From an optimization exercise on the open Yosys and OpenROAD flow, aimed at small area; shortcuts taken in it are not production practice. The RTL was checked by simulation tests, not by an equivalence proof against the original design.

## flow/design.v

```verilog
module BPC_DBX_ENC
(
    input wire	[62:0]		dbx_i,
    input wire			dbp_flag_i,
    output wire  		zeroflag_o,
    output wire [63:0]		codeword_o,
    output wire [6:0]		size_o
);
    reg				zeroflag_out;
    reg		[63:0]		codeword_out;
    reg		[6:0]		size_out;
    assign zeroflag_o = zeroflag_out;
    assign codeword_o = codeword_out;
    assign size_o = size_out;
    always @(*) begin
	    if ((| dbx_i) == 0) begin
		zeroflag_out = 1;
		codeword_out = 0;
		size_out = 0;
	    end else if ((& dbx_i) == 1) begin
		zeroflag_out = 0;
		codeword_out = {64'b0};
		size_out = 5;
	    end else if (dbp_flag_i) begin
		zeroflag_out = 0;
		codeword_out = {5'b00001, 59'b0};
		size_out = 5;
	    end else begin
		zeroflag_out = 0;
		size_out = 11;
		case (dbx_i)
		    {61'b0, 2'b11} : codeword_out = {5'b00010, 6'b000000, 53'b0};  
                    {60'b0, 2'b11, 1'b0} : codeword_out = {5'b00010, 6'b000001, 53'b0};
		    {59'b0, 2'b11, 2'b0} : codeword_out = {5'b00010, 6'b000010, 53'b0};
		    {58'b0, 2'b11, 3'b0} : codeword_out = {5'b00010, 6'b000011, 53'b0};
		    {57'b0, 2'b11, 4'b0} : codeword_out = {5'b00010, 6'b000100, 53'b0};
		    {56'b0, 2'b11, 5'b0} : codeword_out = {5'b00010, 6'b000101, 53'b0};
		    {55'b0, 2'b11, 6'b0} : codeword_out = {5'b00010, 6'b000110, 53'b0};
		    {54'b0, 2'b11, 7'b0} : codeword_out = {5'b00010, 6'b000111, 53'b0};
		    {53'b0, 2'b11, 8'b0} : codeword_out = {5'b00010, 6'b001000, 53'b0};
		    {52'b0, 2'b11, 9'b0} : codeword_out = {5'b00010, 6'b001001, 53'b0};
		    {51'b0, 2'b11, 10'b0} : codeword_out = {5'b00010, 6'b001010, 53'b0};
		    {50'b0, 2'b11, 11'b0} : codeword_out = {5'b00010, 6'b001011, 53'b0};
		    {49'b0, 2'b11, 12'b0} : codeword_out = {5'b00010, 6'b001100, 53'b0};
		    {48'b0, 2'b11, 13'b0} : codeword_out = {5'b00010, 6'b001101, 53'b0};
		    {47'b0, 2'b11, 14'b0} : codeword_out = {5'b00010, 6'b001110, 53'b0};
		    {46'b0, 2'b11, 15'b0} : codeword_out = {5'b00010, 6'b001111, 53'b0};
		    {45'b0, 2'b11, 16'b0} : codeword_out = {5'b00010, 6'b010000, 53'b0};
		    {44'b0, 2'b11, 17'b0} : codeword_out = {5'b00010, 6'b010001, 53'b0};
		    {43'b0, 2'b11, 18'b0} : codeword_out = {5'b00010, 6'b010010, 53'b0};
		    {42'b0, 2'b11, 19'b0} : codeword_out = {5'b00010, 6'b010011, 53'b0};
		    {41'b0, 2'b11, 20'b0} : codeword_out = {5'b00010, 6'b010100, 53'b0};
		    {40'b0, 2'b11, 21'b0} : codeword_out = {5'b00010, 6'b010101, 53'b0};
		    {39'b0, 2'b11, 22'b0} : codeword_out = {5'b00010, 6'b010110, 53'b0};
		    {38'b0, 2'b11, 23'b0} : codeword_out = {5'b00010, 6'b010111, 53'b0};
		    {37'b0, 2'b11, 24'b0} : codeword_out = {5'b00010, 6'b011000, 53'b0};
		    {36'b0, 2'b11, 25'b0} : codeword_out = {5'b00010, 6'b011001, 53'b0};
		    {35'b0, 2'b11, 26'b0} : codeword_out = {5'b00010, 6'b011010, 53'b0};
		    {34'b0, 2'b11, 27'b0} : codeword_out = {5'b00010, 6'b011011, 53'b0};
		    {33'b0, 2'b11, 28'b0} : codeword_out = {5'b00010, 6'b011100, 53'b0};
		    {32'b0, 2'b11, 29'b0} : codeword_out = {5'b00010, 6'b011101, 53'b0};
		    {31'b0, 2'b11, 30'b0} : codeword_out = {5'b00010, 6'b011110, 53'b0};
		    {30'b0, 2'b11, 31'b0} : codeword_out = {5'b00010, 6'b011111, 53'b0};
		    {29'b0, 2'b11, 32'b0} : codeword_out = {5'b00010, 6'b100000, 53'b0};
		    {28'b0, 2'b11, 33'b0} : codeword_out = {5'b00010, 6'b100001, 53'b0};
		    {27'b0, 2'b11, 34'b0} : codeword_out = {5'b00010, 6'b100010, 53'b0};
		    {26'b0, 2'b11, 35'b0} : codeword_out = {5'b00010, 6'b100011, 53'b0};
		    {25'b0, 2'b11, 36'b0} : codeword_out = {5'b00010, 6'b100100, 53'b0};
		    {24'b0, 2'b11, 37'b0} : codeword_out = {5'b00010, 6'b100101, 53'b0};
		    {23'b0, 2'b11, 38'b0} : codeword_out = {5'b00010, 6'b100110, 53'b0};
		    {22'b0, 2'b11, 39'b0} : codeword_out = {5'b00010, 6'b100111, 53'b0};
		    {21'b0, 2'b11, 40'b0} : codeword_out = {5'b00010, 6'b101000, 53'b0};
		    {20'b0, 2'b11, 41'b0} : codeword_out = {5'b00010, 6'b101001, 53'b0};
		    {19'b0, 2'b11, 42'b0} : codeword_out = {5'b00010, 6'b101010, 53'b0};
		    {18'b0, 2'b11, 43'b0} : codeword_out = {5'b00010, 6'b101011, 53'b0};
		    {17'b0, 2'b11, 44'b0} : codeword_out = {5'b00010, 6'b101100, 53'b0};
		    {16'b0, 2'b11, 45'b0} : codeword_out = {5'b00010, 6'b101101, 53'b0};
		    {15'b0, 2'b11, 46'b0} : codeword_out = {5'b00010, 6'b101110, 53'b0};
		    {14'b0, 2'b11, 47'b0} : codeword_out = {5'b00010, 6'b101111, 53'b0};
		    {13'b0, 2'b11, 48'b0} : codeword_out = {5'b00010, 6'b110000, 53'b0};
		    {12'b0, 2'b11, 49'b0} : codeword_out = {5'b00010, 6'b110001, 53'b0};
		    {11'b0, 2'b11, 50'b0} : codeword_out = {5'b00010, 6'b110010, 53'b0};
		    {10'b0, 2'b11, 51'b0} : codeword_out = {5'b00010, 6'b110011, 53'b0};
		    {9'b0, 2'b11, 52'b0} : codeword_out = {5'b00010, 6'b110100, 53'b0};
		    {8'b0, 2'b11, 53'b0} : codeword_out = {5'b00010, 6'b110101, 53'b0};
		    {7'b0, 2'b11, 54'b0} : codeword_out = {5'b00010, 6'b110110, 53'b0};
		    {6'b0, 2'b11, 55'b0} : codeword_out = {5'b00010, 6'b110111, 53'b0};
		    {5'b0, 2'b11, 56'b0} : codeword_out = {5'b00010, 6'b111000, 53'b0};
		    {4'b0, 2'b11, 57'b0} : codeword_out = {5'b00010, 6'b111001, 53'b0};
		    {3'b0, 2'b11, 58'b0} : codeword_out = {5'b00010, 6'b111010, 53'b0};
		    {2'b0, 2'b11, 59'b0} : codeword_out = {5'b00010, 6'b111011, 53'b0};
		    {1'b0, 2'b11, 60'b0} : codeword_out = {5'b00010, 6'b111100, 53'b0};
		    {2'b11, 61'b0} : codeword_out = {5'b00010, 6'b111101, 53'b0};  
		    {62'b0, 1'b1} : codeword_out = {5'b00011, 6'b000000, 53'b0};  
		    {61'b0, 1'b1, 1'b0} : codeword_out = {5'b00011, 6'b000001, 53'b0};
		    {60'b0, 1'b1, 2'b0} : codeword_out = {5'b00011, 6'b000010, 53'b0};
		    {59'b0, 1'b1, 3'b0} : codeword_out = {5'b00011, 6'b000011, 53'b0};
		    {58'b0, 1'b1, 4'b0} : codeword_out = {5'b00011, 6'b000100, 53'b0};
		    {57'b0, 1'b1, 5'b0} : codeword_out = {5'b00011, 6'b000101, 53'b0};
		    {56'b0, 1'b1, 6'b0} : codeword_out = {5'b00011, 6'b000110, 53'b0};
		    {55'b0, 1'b1, 7'b0} : codeword_out = {5'b00011, 6'b000111, 53'b0};
		    {54'b0, 1'b1, 8'b0} : codeword_out = {5'b00011, 6'b001000, 53'b0};
		    {53'b0, 1'b1, 9'b0} : codeword_out = {5'b00011, 6'b001001, 53'b0};
		    {52'b0, 1'b1, 10'b0} : codeword_out = {5'b00011, 6'b001010, 53'b0};
		    {51'b0, 1'b1, 11'b0} : codeword_out = {5'b00011, 6'b001011, 53'b0};
		    {50'b0, 1'b1, 12'b0} : codeword_out = {5'b00011, 6'b001100, 53'b0};
		    {49'b0, 1'b1, 13'b0} : codeword_out = {5'b00011, 6'b001101, 53'b0};
		    {48'b0, 1'b1, 14'b0} : codeword_out = {5'b00011, 6'b001110, 53'b0};
		    {47'b0, 1'b1, 15'b0} : codeword_out = {5'b00011, 6'b001111, 53'b0};
		    {46'b0, 1'b1, 16'b0} : codeword_out = {5'b00011, 6'b010000, 53'b0};
		    {45'b0, 1'b1, 17'b0} : codeword_out = {5'b00011, 6'b010001, 53'b0};
		    {44'b0, 1'b1, 18'b0} : codeword_out = {5'b00011, 6'b010010, 53'b0};
		    {43'b0, 1'b1, 19'b0} : codeword_out = {5'b00011, 6'b010011, 53'b0};
		    {42'b0, 1'b1, 20'b0} : codeword_out = {5'b00011, 6'b010100, 53'b0};
		    {41'b0, 1'b1, 21'b0} : codeword_out = {5'b00011, 6'b010101, 53'b0};
		    {40'b0, 1'b1, 22'b0} : codeword_out = {5'b00011, 6'b010110, 53'b0};
		    {39'b0, 1'b1, 23'b0} : codeword_out = {5'b00011, 6'b010111, 53'b0};
		    {38'b0, 1'b1, 24'b0} : codeword_out = {5'b00011, 6'b011000, 53'b0};
		    {37'b0, 1'b1, 25'b0} : codeword_out = {5'b00011, 6'b011001, 53'b0};
		    {36'b0, 1'b1, 26'b0} : codeword_out = {5'b00011, 6'b011010, 53'b0};
		    {35'b0, 1'b1, 27'b0} : codeword_out = {5'b00011, 6'b011011, 53'b0};
		    {34'b0, 1'b1, 28'b0} : codeword_out = {5'b00011, 6'b011100, 53'b0};
		    {33'b0, 1'b1, 29'b0} : codeword_out = {5'b00011, 6'b011101, 53'b0};
		    {32'b0, 1'b1, 30'b0} : codeword_out = {5'b00011, 6'b011110, 53'b0};
		    {31'b0, 1'b1, 31'b0} : codeword_out = {5'b00011, 6'b011111, 53'b0};
		    {30'b0, 1'b1, 32'b0} : codeword_out = {5'b00011, 6'b100000, 53'b0};
		    {29'b0, 1'b1, 33'b0} : codeword_out = {5'b00011, 6'b100001, 53'b0};
		    {28'b0, 1'b1, 34'b0} : codeword_out = {5'b00011, 6'b100010, 53'b0};
		    {27'b0, 1'b1, 35'b0} : codeword_out = {5'b00011, 6'b100011, 53'b0};
		    {26'b0, 1'b1, 36'b0} : codeword_out = {5'b00011, 6'b100100, 53'b0};
		    {25'b0, 1'b1, 37'b0} : codeword_out = {5'b00011, 6'b100101, 53'b0};
		    {24'b0, 1'b1, 38'b0} : codeword_out = {5'b00011, 6'b100110, 53'b0};
		    {23'b0, 1'b1, 39'b0} : codeword_out = {5'b00011, 6'b100111, 53'b0};
		    {22'b0, 1'b1, 40'b0} : codeword_out = {5'b00011, 6'b101000, 53'b0};
		    {21'b0, 1'b1, 41'b0} : codeword_out = {5'b00011, 6'b101001, 53'b0};
		    {20'b0, 1'b1, 42'b0} : codeword_out = {5'b00011, 6'b101010, 53'b0};
		    {19'b0, 1'b1, 43'b0} : codeword_out = {5'b00011, 6'b101011, 53'b0};
		    {18'b0, 1'b1, 44'b0} : codeword_out = {5'b00011, 6'b101100, 53'b0};
		    {17'b0, 1'b1, 45'b0} : codeword_out = {5'b00011, 6'b101101, 53'b0};
		    {16'b0, 1'b1, 46'b0} : codeword_out = {5'b00011, 6'b101110, 53'b0};
		    {15'b0, 1'b1, 47'b0} : codeword_out = {5'b00011, 6'b101111, 53'b0};
		    {14'b0, 1'b1, 48'b0} : codeword_out = {5'b00011, 6'b110000, 53'b0};
		    {13'b0, 1'b1, 49'b0} : codeword_out = {5'b00011, 6'b110001, 53'b0};
		    {12'b0, 1'b1, 50'b0} : codeword_out = {5'b00011, 6'b110010, 53'b0};
		    {11'b0, 1'b1, 51'b0} : codeword_out = {5'b00011, 6'b110011, 53'b0};
		    {10'b0, 1'b1, 52'b0} : codeword_out = {5'b00011, 6'b110100, 53'b0};
		    {9'b0, 1'b1, 53'b0} : codeword_out = {5'b00011, 6'b110101, 53'b0};
		    {8'b0, 1'b1, 54'b0} : codeword_out = {5'b00011, 6'b110110, 53'b0};
		    {7'b0, 1'b1, 55'b0} : codeword_out = {5'b00011, 6'b110111, 53'b0};
		    {6'b0, 1'b1, 56'b0} : codeword_out = {5'b00011, 6'b111000, 53'b0};
		    {5'b0, 1'b1, 57'b0} : codeword_out = {5'b00011, 6'b111001, 53'b0};
		    {4'b0, 1'b1, 58'b0} : codeword_out = {5'b00011, 6'b111010, 53'b0};
		    {3'b0, 1'b1, 59'b0} : codeword_out = {5'b00011, 6'b111011, 53'b0};
		    {2'b0, 1'b1, 60'b0} : codeword_out = {5'b00011, 6'b111100, 53'b0};
		    {1'b0, 1'b1, 61'b0} : codeword_out = {5'b00011, 6'b111101, 53'b0};
		    {1'b1, 62'b0} : codeword_out = {5'b00011, 6'b111110, 53'b0};  
		    default : begin
			codeword_out = {1'b1, dbx_i};
			size_out = 64;
		    end
	        endcase
	    end
    end
endmodule
module BPC_COMP
(
    input   wire  [63:0] 	data_i,
    input   wire              valid_i,
    input   wire  			sop_i,
    input   wire			eop_i,
    input   wire              rst_n,
    input   wire              clk,
    output  wire   [151:0] 	data_o,
    output  wire   [7:0]		size_o,
    output  wire			sop_o,
    output  wire 			eop_o,
    output  wire			valid_o
);
    reg		[15:0]		delta [0:62];
    reg		[15:0]		baseword_1;
    reg		[3:0]		bcnt_1, bcnt_1_n;
    reg 					valid_mid, valid_mid_n;
    reg 		[62:0]         mid_buf [0:15];
    reg        [62:0]         mid_buf_n [0:15];
    reg		[15:0]		baseword_buf, baseword_buf_n;
    reg					stage_2, stage_2_n;
    reg		[62:0]		dbp [0:15];
    reg		[62:0]		dbx [0:15];
    reg		[15:0]		baseword_2;
    reg		[3:0]		bcnt_2, bcnt_2_n;
    reg		[62:0]		de_input_1, de_input_2;
    reg					de_flag_1, de_flag_2;
    wire					de_zero_1, de_zero_2;
    wire		[63:0]		de_output_1, de_output_2;
    wire		[6:0]		de_size_1, de_size_2;
    reg		[4:0]		len_cnt, len_cnt_n;
    reg		[3:0]		send_cnt, send_cnt_n;
    reg		[151:0]		data_out, data_out_n;
    reg		[7:0]		size_out, size_out_n;
    reg					sop_out, sop_out_n;
    reg					eop_out, eop_out_n;
    reg					valid_out, valid_out_n;
    integer i;
    integer j;
    BPC_DBX_ENC DE0
    (
        .dbx_i		(de_input_1),
	.dbp_flag_i	(de_flag_1),
	.zeroflag_o	(de_zero_1),
	.codeword_o	(de_output_1),
	.size_o		(de_size_1)
    );
    BPC_DBX_ENC DE1
    (
	.dbx_i		(de_input_2),
	.dbp_flag_i	(de_flag_2),
	.zeroflag_o	(de_zero_2),
	.codeword_o	(de_output_2),
	.size_o		(de_size_2)
    );
    reg		[3:0]		idx_1;
    reg		[15:0]		base_1;
    reg		[15:0]		delta_cur [0:62];
    always @(*) begin
	idx_1 = sop_i ? 4'd0 : bcnt_1;
	base_1 = sop_i ? data_i[63:48] : baseword_1;
	for (i = 0; i < 63; i = i + 1) begin
	    delta_cur[i] = delta[i];
	end
	if (!sop_i && idx_1 != 0) begin
	    delta_cur[(idx_1*4)-1] = data_i[63:48] - base_1;
	end
	delta_cur[idx_1*4] = data_i[47:32] - base_1;
	delta_cur[(idx_1*4)+1] = data_i[31:16] - base_1;
	delta_cur[(idx_1*4)+2] = data_i[15:0] - base_1;
    end
    always @(*) begin
	bcnt_1_n = bcnt_1;
	valid_mid_n = 0;
	for (i = 0; i < 16; i = i + 1) begin
	    mid_buf_n[i] = mid_buf[i];
	end
	baseword_buf_n = baseword_buf;
	if (valid_i) begin
		bcnt_1_n = idx_1 + 1;
		if (eop_i) begin
			for (i = 0; i < 63; i = i + 1) begin
				for (j = 0; j < 16; j = j + 1) begin
					mid_buf_n[15-j][62-i] = delta_cur[i][j];
				end
			end
			baseword_buf_n = base_1;
			valid_mid_n = 1;
		end
	end
    end
    always @(posedge clk) begin
	if (valid_i) begin
	    for (i = 0; i < 63; i = i + 1) begin
		delta[i] <= delta_cur[i];
	    end
	    baseword_1 <= base_1;
	end
	if (valid_mid) begin
	    for (i = 0; i < 16; i = i + 1) begin
		dbp[i] <= mid_buf[i];
	    end
	    baseword_2 <= baseword_buf;
	end
    end
    always @(*) begin
	dbx[0] = dbp[0];
	for (i = 1; i < 16; i = i + 1) begin
	    dbx[i] = dbp[i-1] ^ dbp[i];
	end
    end
    always @(*) begin
	bcnt_2_n = bcnt_2;
	len_cnt_n = len_cnt;
	send_cnt_n = send_cnt;
	stage_2_n = stage_2;
	sop_out_n = 0;
	eop_out_n = 0;
	valid_out_n = 0;
	data_out_n = 'b0;
	size_out_n = 0;
	de_input_1 = dbx[bcnt_2*2];
	de_input_2 = dbx[(bcnt_2*2)+1];
	de_flag_1 = ~(| dbp[bcnt_2*2]);
	de_flag_2 = ~(| dbp[(bcnt_2*2)+1]);
	if (valid_mid) begin
	    len_cnt_n = 0;
	    bcnt_2_n = 0;
	    stage_2_n = 1;
        end
	if (stage_2) begin														 
	        size_out_n = de_size_1 + de_size_2;
            	case ({de_zero_1, de_zero_2})
		    2'b11 : begin
		        if (bcnt_2 == 7) begin
		            data_out_n = {2'b01, len_cnt_n[3:0], 146'b0};
			        size_out_n = 6;
			        valid_out_n = 1;
		        end 
                else begin
		 	        len_cnt_n = len_cnt_n + 2;
			        valid_out_n = 0;
	            end
	        end
		    2'b10 : begin
	                if (len_cnt_n == 0) begin
			    data_out_n = {3'b001, de_output_2, 85'b0};
			    size_out_n = size_out_n + 3;
		        end else begin
			    len_cnt_n = len_cnt_n - 1;
			    data_out_n = {2'b01, len_cnt_n[3:0], de_output_2, 82'b0};
			    size_out_n = size_out_n + 6;
		        end
		        len_cnt_n = 0;
		        valid_out_n = 1;
	            end
		    2'b01 : begin
		        if (len_cnt_n == 0) begin
			    data_out_n = {de_output_1, 88'b0};
		        end else if (len_cnt_n == 1) begin
			    data_out_n = {3'b001, de_output_1, 85'b0};
			    size_out_n = size_out_n + 3;
		        end else begin
			    len_cnt_n = len_cnt_n - 2;
			    data_out_n = {2'b01, len_cnt_n[3:0], de_output_1, 82'b0};
			    size_out_n = size_out_n + 6;
	                end
		        len_cnt_n = 1;
		        valid_out_n = 1;
		        if (bcnt_2 == 7) begin
			    data_out_n = data_out_n | ({3'b001} << (149 - size_out_n));
			    size_out_n = size_out_n + 3;
		        end
	            end
		    2'b00 : begin
		        if (len_cnt_n == 0) begin
			    data_out_n = {de_output_1, 88'b0};
			    data_out_n = data_out_n | (de_output_2 << (88 - de_size_1));
		        end else if (len_cnt_n == 1) begin
			    data_out_n = {3'b001, de_output_1, 85'b0};
			    data_out_n = data_out_n | (de_output_2 << (85 - de_size_1));
			    size_out_n = size_out_n + 3;
		        end else begin
			    len_cnt_n = len_cnt_n - 2;
			    data_out_n = {2'b01, len_cnt_n[3:0], de_output_1, 82'b0};
			    data_out_n = data_out_n | (de_output_2 << (82 - de_size_1));
		            size_out_n = size_out_n + 6;
		        end
		        len_cnt_n = 0;
		        valid_out_n = 1;
		    end
                endcase
	        if (valid_out_n) begin
		    send_cnt_n = send_cnt + 1;
		    if (send_cnt == 0) begin
	                sop_out_n = 1;
		        data_out_n = {2'b00, baseword_2, data_out_n[151:18]};
			size_out_n = size_out_n + 18;
	            end
		    if (bcnt_2 == 7) begin
	                eop_out_n = 1;
		        len_cnt_n = 0;
		        send_cnt_n = 0;
		        stage_2_n = 0;
	            end
	        end
	    bcnt_2_n = bcnt_2 + 1;
	    if (bcnt_2 == 7) begin
		bcnt_2_n = 0;
		send_cnt_n = 0;
	    end
	end
    end
    always @(posedge clk or negedge rst_n) begin
        if (!rst_n) begin
	    for (i = 0; i < 16; i = i + 1) begin
	        mid_buf[i] <= 'b0;
	    end
	    baseword_buf <= 'b0;
	    bcnt_1 <= 'b0;
	    valid_mid <= 'b0;
	    bcnt_2 <= 'b0;
	    len_cnt <= 'b0;
	    send_cnt <= 'b0;
	    data_out <= 'b0;
	    size_out <= 'b0;
	    sop_out <= 'b0;
	    eop_out <= 'b0;
	    valid_out <= 'b0;
	    stage_2 <= 'b0;
        end else begin
	    for (i = 0; i < 16; i = i + 1) begin
	        mid_buf[i] <= mid_buf_n[i];
	    end
	    baseword_buf <= baseword_buf_n;
	    bcnt_1 <= bcnt_1_n;
	    valid_mid <= valid_mid_n;
	    bcnt_2 <= bcnt_2_n;
	    len_cnt <= len_cnt_n;
	    send_cnt <= send_cnt_n;
	    data_out <= data_out_n;
	    size_out <= size_out_n;
	    sop_out <= sop_out_n;
	    eop_out <= eop_out_n;
	    valid_out <= valid_out_n;
	    stage_2 <= stage_2_n;
        end
    end
    assign data_o = data_out;
    assign size_o = size_out;
    assign sop_o = sop_out;
    assign eop_o = eop_out;
    assign valid_o = valid_out;
endmodule
module BPC_CODEBUF
(
    input wire [151:0]       data_i,             
    input wire [7:0]         size_i,             
    input wire             valid_i,
    input wire            sop_i,    
    input wire             eop_i,
    input wire               rst_n,
    input wire            clk,
    output wire [63:0]         data_o,             
    output wire [10:0]        size_o,             
    output wire             d_valid,
    output wire            s_valid
);
    reg [63:0]             data_out, data_out_n;         
    reg [10:0]             size_out, size_out_n;         
    reg [447:0]             code_buf, code_buf_n;         
    reg [8:0]             buf_size, buf_size_n;         
    reg [10:0]            total_size, total_size_n;
    reg                data_valid, data_valid_n;
    reg                 size_valid, size_valid_n;
    reg                flush, flush_n;
    reg [3:0]            output_cnt, output_cnt_n;
    reg [3:0]           send_cnt_n, send_cnt;
    always @(posedge clk or negedge rst_n) begin
        if (!rst_n) begin
            data_out <= 'b0;
            size_out <= 'b0;
            code_buf <= 'b0;
            buf_size <= 'b0;
            total_size <= 'b0;
            data_valid <= 'b0;
            size_valid <= 'b0;
            flush <= 'b0;
            send_cnt <= 'b0;
            output_cnt <= 'b0;
        end
        else begin
            data_out <= data_out_n;
            size_out <= size_out_n;
            code_buf <= code_buf_n;
            buf_size <= buf_size_n;
            total_size <= total_size_n;
            data_valid <= data_valid_n;
            size_valid <= size_valid_n;
            flush <= flush_n;
            send_cnt <= send_cnt_n;
            output_cnt <= output_cnt_n;
        end
    end
always @(*) begin
		buf_size_n = buf_size;
		total_size_n = total_size;
		code_buf_n = code_buf;
		flush_n = flush;
		send_cnt_n = send_cnt;
		data_valid_n = 1'b0;
		size_valid_n = 1'b0;
		data_out_n = 'b0;
		size_out_n = 'b0;
		if (valid_i) begin
			if (total_size < 512) begin
				code_buf_n = code_buf | (data_i << (296 - buf_size));
				buf_size_n = buf_size + size_i;
				total_size_n = total_size + size_i;
			end
			if (buf_size_n >= 64) begin
				data_valid_n = 1'b1;
				data_out_n = code_buf_n[447:384];
				code_buf_n = code_buf_n << 64;
				buf_size_n = buf_size_n - 64;
				send_cnt_n = send_cnt + 1;
			end
			if (eop_i) begin
				if (send_cnt_n == 8) begin
					flush_n = 0;
					size_valid_n = 1'b1;
					size_out_n = total_size_n;
					total_size_n = 0;
					code_buf_n = 'b0;
					buf_size_n = 0;
					send_cnt_n = 0;
				end else begin
					flush_n = 1;
					if (buf_size_n == 0) begin
						flush_n = 0;
						size_valid_n = 1'b1;
						size_out_n = total_size_n;
						total_size_n = 0;
						send_cnt_n = 0;
					end else if (buf_size_n <= 64) begin
						buf_size_n = 64;
					end else if (buf_size_n <= 128) begin
						buf_size_n = 128;
					end else if (buf_size_n <= 192) begin
						buf_size_n = 192;
					end else if (buf_size_n <= 256) begin
						buf_size_n = 256;
					end else if (buf_size_n <= 320) begin
						buf_size_n = 320;
					end else if (buf_size_n <= 384) begin
						buf_size_n = 384;
					end else begin
						buf_size_n = 448;
					end
				end
			end
		end
		if (flush) begin
			data_valid_n = 1'b1;
			data_out_n = code_buf_n[447:384];
			code_buf_n = code_buf_n << 64;
			buf_size_n = buf_size_n - 64;
			send_cnt_n = send_cnt + 1;
			if ((send_cnt_n == 8) | (buf_size_n == 0)) begin
				flush_n = 0;
				size_valid_n = 1'b1;
				size_out_n = total_size_n;
				total_size_n = 0;
				code_buf_n = 'b0;
				buf_size_n = 0;
				send_cnt_n = 0;
			end
		end
	end
    assign data_o = data_out;
    assign size_o = size_out;
    assign d_valid = data_valid;
    assign s_valid = size_valid;
endmodule
module BPC_TOP
(
    input   wire            clk,
    input   wire            rst_n,
    input   wire  [63:0]    data_i,
    input   wire            valid_i,
    input   wire            sop_i,
    input   wire            eop_i,
    output  wire  [63:0]    data_o,
    output  wire  [10:0]    size_o,
    output  wire            d_valid,
    output  wire            s_valid
);
    wire  [151:0] bpc_data_mid;
    wire  [7:0]   bpc_size_mid;
    wire          bpc_sop_mid;
    wire          bpc_eop_mid;
    wire          bpc_valid_mid;
    BPC_COMP BE0
    (
    .data_i           (data_i),
    .valid_i          (valid_i),
    .sop_i            (sop_i),
    .eop_i            (eop_i),
    .rst_n            (rst_n),
    .clk              (clk),
    .data_o           (bpc_data_mid),
    .size_o           (bpc_size_mid),
    .sop_o            (bpc_sop_mid),
    .eop_o            (bpc_eop_mid),
    .valid_o          (bpc_valid_mid)
    );
    BPC_CODEBUF BEBUF
    (
    .data_i           (bpc_data_mid),
    .size_i           (bpc_size_mid),
    .valid_i          (bpc_valid_mid),
    .sop_i            (bpc_sop_mid),
    .eop_i            (bpc_eop_mid),
    .rst_n            (rst_n),
    .clk              (clk),
    .data_o           (data_o),
    .size_o           (size_o),
    .d_valid          (d_valid),
    .s_valid          (s_valid)
    );
endmodule
```

## flow/run.sh

```bash
#!/bin/bash
# synth_recipe.tcl (not shown) runs the flow's synth.tcl, then flattens the netlist and writes it again
# the make line also repeats each setting of config.mk as NAME=value (left out here)
make -C /OpenROAD-flow-scripts/flow DESIGN_CONFIG=/design/flow/config.mk WORK_HOME=/design/flow/orfs CLKGATE_MAP_FILE= SYNTH_SCRIPT=/design/flow/synth_recipe.tcl finish
```

## flow/config.mk

```make
export PLATFORM = sky130hd
export DESIGN_NAME = BPC_TOP
export DESIGN_NICKNAME = BPC_TOP
export VERILOG_FILES = /design/flow/design.v
export SDC_FILE = /design/flow/constraint.sdc
export NUM_CORES = 4
export LEC_CHECK = 0
export CAP_MARGIN = 20
export CELL_PAD_IN_SITES_DETAIL_PLACEMENT = 1
export CELL_PAD_IN_SITES_GLOBAL_PLACEMENT = 2
export CORE_MARGIN = 2
export CORE_UTILIZATION = 22
export SLEW_MARGIN = 20
```

## flow/constraint.sdc

```tcl
create_clock -name core_clock -period 14.0 [get_ports {clk}]
set_input_delay 2.8000 -clock core_clock [delete_from_list [all_inputs] [get_ports {clk}]]
set_output_delay 2.8000 -clock core_clock [all_outputs]
set_load 0.01 [all_outputs]
```

==> summary.txt <==
The routed wire length came out at 1708000 um. The die covers 1.017 mm^2. The synthesized area per cell came out at 8.997 um^2. Entering global routing, the biggest net connects 190 pins. The first-pass GRT wire length is 2214000 um. The routed via count came out at 222.1k. The via count of the first global-routing pass is 214.3k. The clock tree synthesis step divided the H-tree into 5 levels.

The sequential fraction of the synthesis area is 0.4749. Clock tree synthesis selected as its root buffer the cell sky130_fd_sc_hd__clkbuf_16. Headroom to the max-slew limit came out at 0.07611. The global-route layer with the greatest usage is met2. Sorting the synthesized cells by how often they occur yields sky130_fd_sc_hd__nand2_1, sky130_fd_sc_hd__edfxtp_1, sky130_fd_sc_hd__o21ai_0.

The critical path contains buffers and inverters numbering 8 combined. The fraction of synthesized cell area taken by the top area cell type is 0.2771. The net total in the final layout came out at 24.84k. The multiplexer fraction of the synthesized cell area came out at 0.04685. The layout filler cell count came out at 115.7k. The maximum achievable frequency is 73.62 MHz. Of the total synthesized cell area, the portion taken by full adders, half adders and majority gates is 0.007554. The cell area after synthesis came out at 0.2220 mm^2.

The horizontal die dimension came out at 1008 um. From bottom edge to top edge, the die measures 1008 um. The startpoint identified for the worst register-to-register timing path is BE0.bcnt_2[2]$_DFFE_PN0P_.

Setup repair after global routing left no endpoint under its margin. The row count came out at 369. The pre-CTS setup slack is 0.6938 ns. In this run the standard cell core region covers 1.007 mm^2.

The count of final max-slew check failures is 0. The tool flagged a number of max-cap violations equal to 0. The worst register-to-register path has a depth of 39.

The number of setup buffers added after CTS came out at 0. The CTS tree is built. Subtracting the final worst setup slack from the clock period gives 13.58 ns. STA puts the critical path data required time at 14.90 ns. The initial antenna violation count was 305. The count of final setup violators came out at 0. The global-route track usage on met3 is 0.06416. In the post-synthesis netlist, the biggest area contributors are sky130_fd_sc_hd__edfxtp_1, sky130_fd_sc_hd__dfrtp_1, sky130_fd_sc_hd__nand2_1, sky130_fd_sc_hd__o21ai_0, sky130_fd_sc_hd__a21oi_1. The number of endpoints with negative hold slack in the final report came to 0.

By startpoint and endpoint, the worst setup path is classified as reg2reg. The synthesized design contains 2048 enable-type register cells. The depth of the worst hold-timing path is 0. The post-detailed-route via-to-cell ratio is 5.744.

In this run the count of I/O pins placed on the die edge is 146. The final worst slack is 0.4162 ns. The fraction of the mapped netlist area in compound gates is 0.2039. The placer congestion estimate came out at 1.020. The number of instances resized during post-cts repair came out at 0. The clock passes through at most 5 buffers. The number of cells produced by synthesis came out at 24.67k. The final worst clock skew came out at 0.2393 ns. The first routing iteration left 29.48k violations. The total overflow reported by the global router is 0.

The detailed-router iteration count before antenna repair came out at 9. Counting every net in the synthesized netlist gives 24.87k. The peak fanout along the critical path came out at 38. The detailed-route wire length per cell is 44.17 um.

After synthesis the netlist holds a flip-flop and latch count of 3803. In the global route stage, overall resource usage came out at 0.3225. Of all cell types, the one taking the most synthesized area is sky130_fd_sc_hd__edfxtp_1. In this run the number of cells on the critical path is 39. After detailed routing, the number of remaining DRC violations is 0. The most critical setup path has its startpoint at BE0.bcnt_2[2]$_DFFE_PN0P_. After legalization and detailed placement, the total HPWL measured 1281000 um. The path class of the tightest hold or removal check is reg2reg. The insertion delay of the later-clocked pin in the worst-skew pair came out at 1.20 ns. In the synthesized netlist the dominant register cell turns out to be sky130_fd_sc_hd__edfxtp_1.

The cts-stage hold buffer count came out at 0. At the pin with the least slew margin, the transition time is 1.384 ns. The number of distinct library cells after synthesis came out at 135. The run finished with no timing, DRC or antenna violations. The effective utilization at floorplan came out at 0.2203. For this run, the slowest stage of the critical path takes 0.87 ns. The clock slew seen by the registers of the worst setup and hold paths came out at 0.07 ns. The synthesis warning total came out at 9. Grouping stages by cell kind, the critical path spends the most delay in simple AND/OR/NAND/NOR gates. The kind of end point of the critical path is a flip-flop.

In the post-synthesis netlist, the cell with the most instances is sky130_fd_sc_hd__nand2_1. The worst endpoint data arrival time came out at 14.48 ns. The xor-xnor portion of the synthesized cell area is 0.04544.

The cell with the most instances on the worst path is sky130_fd_sc_hd__buf_4. The main combinational cell family by area after synthesis is compound AO/OA/AOI/OAI gates. The clock sink total is 3803. Of the total synthesized cell area, the portion taken by AND, OR, NAND and NOR gates is 0.1817. In this run the most critical hold path is launched from BE0.mid_buf[9][28]$_DFFE_PN0P_.

The fraction of final layout cells sized beyond drive strength 1 came out at 0.1266. The largest individual stage delay along the critical path comes from the cell sky130_fd_sc_hd__dfrtp_4. Of all flip-flops after synthesis, the portion carrying an async set or reset was 0.4615. The CTS buffer count came out at 464. The number of port buffers is 145. The final critical-path share of the clock period is 0.9703. In the global route stage, met2 resource usage came out at 0.4764. The critical path launch point type is a flip-flop.

The met1 usage came out at 0.4476. The final-layout setup total negative slack is 0 ns.

The number of nets still failing antenna checks after routing is 0. The growth of design area from synthesis to finish came out at 17.98%.
==> worst paths after layout <==
| path | end | slack (ns) |
|---|---|---|
| max | BE0.data_out[123]$_DFF_PN0_ | 0.42 |
| min | BE0.dbp[9][28]$_DFFE_PP_ | 0.34 |
| max reg2reg | BE0.data_out[123]$_DFF_PN0_ | 0.42 |
| min reg2reg | BE0.dbp[9][28]$_DFFE_PP_ | 0.34 |
| max in group asynchronous | BE0.mid_buf[4][26]$_DFFE_PN0P_ | 9.34 |
| min in group asynchronous | BEBUF.data_out[18]$_DFF_PN0_ | 1.56 |
==> per-stage QoR <==
stage	cell area, um^2	hold WS, ns	cells	utilization
floorplan	222000	0.4211	24670	-
global placement	245200	0.4231	37510	0.2433
detailed placement	245500	0.4299	37530	0.2437
CTS	261000	0.3290	38380	0.2591
global route	261300	0.3405	38460	0.2594
finish	261900	0.3362	38670	0.2599
==> worst reg2reg max path, delay by kind of cell (launching register included) <==
kind / cells / cell delay [ns]
adders and majority gates: 4 / 1.73
and+or+nand+nor: 16 / 5.20
xor gates and xnor gates: 2 / 0.35
buffers and inverters: 8 / 2.35
AOI/OAI and AO/OA: 9 / 2.95
DFF: 1 / 0.87
==> area by class of cell <==
class,instances,area [um^2],area share
Antenna cell,292,730.7,0.002790
Timing Repair Buffer,1516,12710,0.04855
Clock inverter,195,2447,0.009346
Sequential cell,3803,105400,0.4026
Inverter,134,528.0,0.002016
Clock buffer,652,13100,0.05003
Tap cell,13360,16710,0.06382
Multi-Input combinational cell,18730,110200,0.4208
==> logic make-up (layout without fill, tap and decap cells) <==
logic type,count (synthesis),after routing
flip-flops,3803,3803
buffers and inverters,2141,2497
XOR/XNOR,1150,1150
multiplexers,892,892
adder cells (fa/ha/maj),130,130
AND/OR/NAND/NOR,9357,9357
other,0,292
AO/OA/AOI/OAI,7196,7196
==> flip-flops by register name, indices dropped and copies added (netlist names), 4 cells and up <==
name / cells
BEBUF.total_size: 11
BE0.baseword_1: 16
BE0.dbp: 1008
BEBUF.data_out: 64
BE0.baseword_buf: 16
BE0.delta: 1008
BE0.bcnt_1: 4
BE0.send_cnt: 4
BEBUF.send_cnt: 4
BE0.bcnt_2: 4
BE0.len_cnt: 5
BEBUF.buf_size: 9
BEBUF.code_buf: 448
BE0.size_out: 8
BE0.data_out: 152
BE0.mid_buf: 1008
BEBUF.size_out: 11
BE0.baseword_2: 16
==> layout by cell type (no fill, tap or decap), drive strengths merged, types with 146 or more instances in the layout <==
cell type / count
nand2: 5386
clkbuf: 652
a21o: 146
nand4: 165
o211ai: 215
a22oi: 315
dfrtp: 1755
diode: 292
o21ai: 2094
nor4: 303
nor3: 392
nand3: 634
edfxtp: 2048
mux2i: 390
mux2: 430
a31oi: 172
a21oi: 1710
xor2: 613
a211oi: 264
and3: 165
o22ai: 937
nor2: 1696
xnor2: 536
buf: 1374
==> routing by layer <==
metal / vias up / wire length, um
met3: 2622 / 133100
met2: 11370 / 722500
met1: 117700 / 753700
met4: 100 / 98290
met5: - / 637
li1: 90340 / -

[re-timing with driven ports]
The results above use ideal ports. As a check the final layout listed here was re-extracted and re-timed, cells and wires unchanged. Step 1 assumes that a clkbuf_16 drives the clock port and a buf_2 every other input. Step 2 adds t to the input delays and takes it off the output delays; t is the mean of the earliest and latest rising clock arrival at the registers after step 1. Input paths then give back, and output paths get back, about the clock's delay inside the block. a / b / c = ideal / step 1 / step 2; a / b = the first two.
t, ns: 1.238
slack for setup (ns): 0.416 / 0.416 / 0.416
latest minus earliest clock arrival (ns): 0.242 / 0.242
After both steps this run still meets setup and hold. The setup slack of this run moves by 0.000 ns with the drivers and by 0.000 ns with both steps.
